Source: an optimization exercise on an open RTL-to-GDS flow (aim: small area and a short achievable clock period). Production flows keep margins and buffers that such runs may drop.
Only simulation tests tie the RTL to the original design; equivalence was not proved.

File: flow/run.sh
#!/bin/bash
# synth_recipe.tcl (not shown) runs the flow's synth.tcl, then flattens the netlist and writes it again
# the make line also repeats each setting of config.mk as NAME=value (left out here)
make -C /OpenROAD-flow-scripts/flow DESIGN_CONFIG=/design/flow/config.mk WORK_HOME=/design/flow/orfs CLKGATE_MAP_FILE= SYNTH_SCRIPT=/design/flow/synth_recipe.tcl finish
File: flow/config.mk
export PLATFORM = sky130hd
export DESIGN_NAME = fir
export DESIGN_NICKNAME = fir
export VERILOG_FILES = /design/flow/design.v
export SDC_FILE = /design/flow/constraint.sdc
export NUM_CORES = 4
export LEC_CHECK = 0
export CAP_MARGIN = 20
export CORE_MARGIN = 2
export CORE_UTILIZATION = 40
export PLACE_DENSITY = 0.6
export SLEW_MARGIN = 20
File: flow/constraint.sdc
create_clock -name core_clock -period 20.0 [get_ports {clk}]
set_input_delay 4.0000 -clock core_clock [delete_from_list [all_inputs] [get_ports {clk}]]
set_output_delay 4.0000 -clock core_clock [all_outputs]
set_load 0.01 [all_outputs]
File: flow/design.v
module adder(a,b,sum);
input [63:0]a,b;
output [63:0]sum;
assign sum=a+b;
endmodule
module subtractor(a,b,diff);
input [63:0]a,b;
output [63:0]diff;
assign diff=a-b;
endmodule
module shifter(in,r,out);
input [31:0]in;
input [4:0]r;
output [63:0]out;
assign out=({32'b0,in})<<r;
endmodule
module sign_det(A,B,As,Bs,Sa,Sb);
input [31:0]A,B;
output [31:0]As,Bs;
output Sa,Sb;
assign {Sa,As}=A[31]?{1'b1,(~A+1'b1)}:{1'b0,A};
assign {Sb,Bs}=B[31]?{1'b1,(~B+1'b1)}:{1'b0,B};
endmodule
module sign_set(rst,prod,As,Bs,Sa,Sb,p);
input rst;
input [63:0]prod;
input [31:0]As,Bs; 
input Sa,Sb;
output reg [63:0]p;
reg [63:0]out;
always@(*)
begin
if(rst)
begin
out=64'b0;
p=64'b0;
end
else
begin                                                                                                                                                                                                                                                                                                                                                                                                                                            p=As*Bs;
case ({Sa,Sb})
2'b00:out=prod;
2'b01:out=~prod+1'b1;
2'b10:out=~prod+1'b1;
2'b11:out=prod; 
endcase
end
end
endmodule
module rounding(clk,rst,in,count,power);
  input clk,rst;
  input [31:0]in;
  output reg [4:0]count;
  output [31:0]power;
  assign power=2**count;
  always@(posedge clk)
  begin
    if(rst)
      count=5'd0;
		else if(in[31]==1)
      count=5'd31;
      else if(in[30]==1)
      count=5'd30;
      else if(in[29]==1)
      count=5'd29;
      else if(in[28]==1)
      count=5'd28;
      else if(in[27]==1)
      count=5'd27;
      else if(in[26]==1)
      count=5'd26;
      else if(in[25]==1)
      count=5'd25;
      else if(in[24]==1)
      count=5'd24;
		else if(in[23]==1)
      count=5'd23;
      else if(in[22]==1)
      count=5'd22;
      else if(in[21]==1)
      count=5'd21;
      else if(in[20]==1)
      count=5'd20;
      else if(in[19]==1)
      count=5'd19;
      else if(in[18]==1)
      count=5'd18;
      else if(in[17]==1)
      count=5'd17;
      else if(in[16]==1)
      count=5'd16;
		else if(in[15]==1)
      count=5'd15;
      else if(in[14]==1)
      count=5'd14;
      else if(in[13]==1)
      count=5'd13;
      else if(in[12]==1)
      count=5'd12;
      else if(in[11]==1)
      count=5'd11;
      else if(in[10]==1)
      count=5'd10;
      else if(in[9]==1)
      count=5'd9;
      else if(in[8]==1)
      count=5'd8;
      else if(in[7]==1)
      count=5'd7;
      else if(in[6]==1)
      count=5'd6;
      else if(in[5]==1)
      count=5'd5;
      else if(in[4]==1)
      count=5'd4;
      else if(in[3]==1)
      count=5'd3;
      else if(in[2]==1)
      count=5'd2;
      else if(in[1]==1)
      count=5'd1;
      else if(in[0]==1)
      count=5'd0;
    end
  endmodule
module dff64(d,clk,q,rst);
  input [63:0]d;
  input clk,rst;
  output reg [63:0]q;
  always@(posedge clk)
begin
  if(rst)
    q<=64'b0;
  else
    q<=d;
  end
endmodule
module RoBA_mul(clk,rst,A,B,Final_Out);
input clk,rst;
input [31:0]A,B;
output [63:0]Final_Out;
wire [4:0]r1,r2;
wire [31:0]As,Bs,Ar,Br;
wire [63:0]BrA,BrAr,ArB,a1,prod;
sign_det sd(A,B,As,Bs,Sa,Sb);
rounding m1(clk,rst,As,r1,Ar);
rounding m2(clk,rst,Bs,r2,Br);
shifter m3(As,r2,BrA);
shifter m4(Ar,r2,BrAr);
shifter m5(Bs,r1,ArB);
adder m6(BrA,ArB,a1);
subtractor m7(a1,BrAr,prod);
sign_set ss(rst,prod,As,Bs,Sa,Sb,Final_Out);
endmodule
module fir(clk,rst,x,y,h0,h1,h2,h3);
  input [31:0]x,h0,h1,h2,h3;
  output [63:0]y;
  input clk,rst;
  wire [63:0]w1,w2,w3,w4,q1,s1,q2,s2,q3,q4,q5,q6,q7,q8,q9;
RoBA_mul m1(clk,rst,x,h0,w1); 
dff64 b1(w1,clk,q1,rst);
dff64 b2({32'b0000,x},clk,q2,rst);
dff64 b3(q2,clk,q3,rst);
RoBA_mul m2(clk,rst,q3[31:0],h1,w2); 
assign s1=q1+w2;
dff64 b4(s1,clk,q4,rst);
dff64 b5(q3,clk,q5,rst);
dff64 b6(q5,clk,q6,rst);
RoBA_mul m3(clk,rst,q6[31:0],h2,w3); 
assign s2=q4+w3;
dff64 b7(s2,clk,q7,rst);
dff64 b8(q6,clk,q8,rst);
dff64 b9(q8,clk,q9,rst);
RoBA_mul m4(clk,rst,q9[31:0],h3,w4); 
assign y=q7+w4;
endmodule 
==> impl_metrics.env <==
export IMPL_status="finished clean"
export IMPL_ios=226
export IMPL_clkLatencyLatePin_ns=0.65
export IMPL_via_count=127336
export IMPL_globalplace_congestion=0.965
export IMPL_worst_pin_slew_ns=1.18
export IMPL_clkTransAtPathRegs_ns=0.08
export IMPL_setup_viol=0
export IMPL_initial_utilization_pct=40.1
export IMPL_drtIter0Drc=10103
export IMPL_die_area_um2=395000
export IMPL_drc_errors=0
export IMPL_dp_hpwl_um=447000
export IMPL_nets=23597
export IMPL_placed_cell_area_um2=170000
export IMPL_relSlewSlack_pct=21.0
export IMPL_synthCells=18298
export IMPL_clk_path_buf_depth=3
export IMPL_grt_max_degree=149
export IMPL_grt_usage_pct=27.9
export IMPL_hp_start="b8.q[12]"
export IMPL_ys_seq_elements=384
export IMPL_placed_cells=23735
export IMPL_max_stage_delay_ns=0.61
export IMPL_grt_first_pass_wirelength_um=837000
export IMPL_fmax_mhz=50.9
export IMPL_drt_wl_total_um=546000
export IMPL_design_area_um2=173000
export IMPL_worstSetupPathType="in -> out"
export IMPL_avgViaCountPerCell=5.34
export IMPL_port_buffers=225
export IMPL_ys_flop_type="dfxtp_1"
export IMPL_period_share_pct=98.1
export IMPL_ys_types=102
export IMPL_overflow=0
export IMPL_drv_cap=0
export IMPL_area_growth_synth_to_final_pct=10.7
export IMPL_required_ns=16.00
export IMPL_cpMaxStageDelayCell="fa_1"
export IMPL_layoutNonFillerInstCount=23833
export IMPL_fin_skew_ns=0.0331
export IMPL_hold_class="reg -> reg"
export IMPL_worstSetupEndpointType="primary output"
export IMPL_clock_sinks=384
export IMPL_yosysWarnings=5
export IMPL_syn_area_um2=156000
export IMPL_antenna_found_initial=17
export IMPL_cts_tree="done"
export IMPL_fp_dieW_um=629
export IMPL_async_reset_ff_share_pct=0
export IMPL_core_um2=389000
export IMPL_htree_num_levels=2
export IMPL_chipHeight_um=629
export IMPL_maxSlewViolCount=0
export IMPL_startpoint="h3[6]"
export IMPL_whs_ns=0.427
export IMPL_antenna_left=0
export IMPL_critPathLaunchType="primary input"
export IMPL_synth_edf_count=0
export IMPL_final_hold_viol_count=0
export IMPL_root_buffer="clkbuf_16"
export IMPL_drt_pass1_iterations=22
export IMPL_path_max_fanout=9
export IMPL_syn_avg_cell_area_um2=8.53
export IMPL_fp_row_count=229
export IMPL_drive_gt1_share_pct=7.59
export IMPL_period_minus_slack_ns=19.63
export IMPL_yosysSeqAreaShare_pct=4.93
export IMPL_grt_pass1_vias=134032
export IMPL_avgRoutedWirePerCell_um=22.9
export IMPL_totalNegativeSetupSlack_ns=0
export IMPL_synth_fp_nets=23296
export IMPL_cts_made_buffers=41
export IMPL_crit_arrival_ns=15.63
export IMPL_regToRegStartpoint="b3.q[0]"
## placed cells by master (no fill, tap or decap), types with 81 or more instances in the layout
cell type           n
inv_1            3696
fa_1             3577
nand3_1            87
nor2b_1           304
buf_4             872
clkdlybuf4s50_1   208
a21oi_1           445
o21ai_0           289
nor3_1             90
dfxtp_1           384
nand2_1          2657
ha_1             1240
a21o_1            305
nand4_1           110
xnor2_1           300
xnor2_2           117
nand2b_1           81
and2_1            120
nor2_1           2262
xor2_1            262
## Yosys cell counts (all sizes together), types with 26 or more instances
master / count / share of area (%)
nor2b: 304 / 1.2
nor3: 93 / 0.30
fa: 3587 / 46
or3: 60 / 0.25
o21a: 65 / 0.31
buf: 45 / 0.16
o21ai: 322 / 1.0
nand2: 2659 / 6.4
o31ai: 76 / 0.40
xnor2: 443 / 2.5
a21boi: 26 / 0.13
o21bai: 67 / 0.32
o211ai: 37 / 0.18
a211oi: 54 / 0.26
or4: 41 / 0.22
nand2b: 82 / 0.33
nor2: 2270 / 5.5
a31oi: 57 / 0.23
and2: 120 / 0.48
o41ai: 35 / 0.23
inv: 3701 / 8.9
mux2: 27 / 0.19
clkbuf: 818 / 2.0
a21oi: 461 / 1.5
nor4: 35 / 0.16
nand3: 89 / 0.29
and3: 51 / 0.20
nand4: 110 / 0.44
xor2: 356 / 2.0
dfxtp: 384 / 4.9
ha: 1249 / 10
a21o: 305 / 1.5
or2: 28 / 0.11
## cells by family after synthesis
kind of cell    Yosys count  synth area share (%)
fa+ha+maj              4836                  56.0
compound gates         1670                  7.00
xor+xnor                799                  4.52
flops                   384                  4.93
buf+inv                4569                  11.0
mux                      31                 0.221
simple gates           6009                  16.3
## registers in the layout (all words and copies together), names as in the netlist
name / count
b1.q: 64
b4.q: 64
b7.q: 64
b2.q: 32
b3.q: 32
b5.q: 32
b6.q: 32
b8.q: 32
b9.q: 32
## per-stage QoR
step | setup WS [ns] | util (%)
after floorplan | 1.00 | -
after global placement | -0.711 | 43.8
after detailed placement | -0.685 | 43.8
after CTS | 0.0226 | 44.2
after global routing | -0.0389 | 44.4
final | 0.372 | 44.4
## final timing paths
check	to	slack (ns)	depth (start not counted)
worst max register to register	b4.q[55]	6.12	41
worst min register to register	b9.q[12]	0.43	1
worst max-delay path	y[56]	0.37	49
worst min-delay path	b9.q[12]	0.43	1
## worst max-delay path: cells and delay by family
family          cells  cell delay (ns)
compound gates     15             2.39
fa+ha+maj          10             4.58
xor+xnor            2             0.45
simple gates       10             2.05
buf+inv            12             2.12
## per-layer routing
| layer | wire, um | global-route usage, % | vias to the layer above |
|---|---|---|---|
| met5 | 38 | 0 | - |
| li1 | - | - | 55412 |
| met2 | 251000 | 45.3 | 5642 |
| met3 | 49500 | 5.23 | 1178 |
| met4 | 29700 | 12.1 | 6 |
| met1 | 216000 | 36.4 | 65098 |
## final cells by class
cell class                 instances  area (um2)
inverter                        3706       13900
clock buffer                      51        1120
antenna                            7        17.5
fill                           38468      216000
tap                             5197        6500
clock inverter                    22         327
timing repair buffer            1121        9240
multi-input combinational      13345      134000
sequential                       384        7690
## what timing repair did
item	in CTS	in global routing
cloned	0	1
gates resized for setup	49	124
setup endpoints to repair	17	27
pin swaps	15	74
setup buffers	3	16
hold buffers	0	0

-- port drivers added, routing unchanged --
In the flow no input, the clock included, has a driving cell. The finished layout below was timed again as built, in two steps. Step 1 (the two cells are an assumption about what drives the block):
set clk [get_ports {clk}]
set_driving_cell -lib_cell sky130_fd_sc_hd__clkbuf_16 $clk
set_driving_cell -lib_cell sky130_fd_sc_hd__buf_2 [delete_from_list [all_inputs] $clk]
Step 2 times the ports against the registers' clock, not the clock port: input delays grow and output delays shrink by t, the midpoint of the rising clock arrivals with the driver on. a / b / c = no drivers / after step 1 / after step 2; a / b = the first two.
shift t [ns]: 0.723
slack for setup (ns): 0.372 / 0.348 / 0.348
slew at the worst register clock pin (ns): 0.08 / 0.08
After both steps this run still meets setup and hold. The setup slack of this run moves by -0.024 ns with the drivers and by -0.024 ns with both steps.
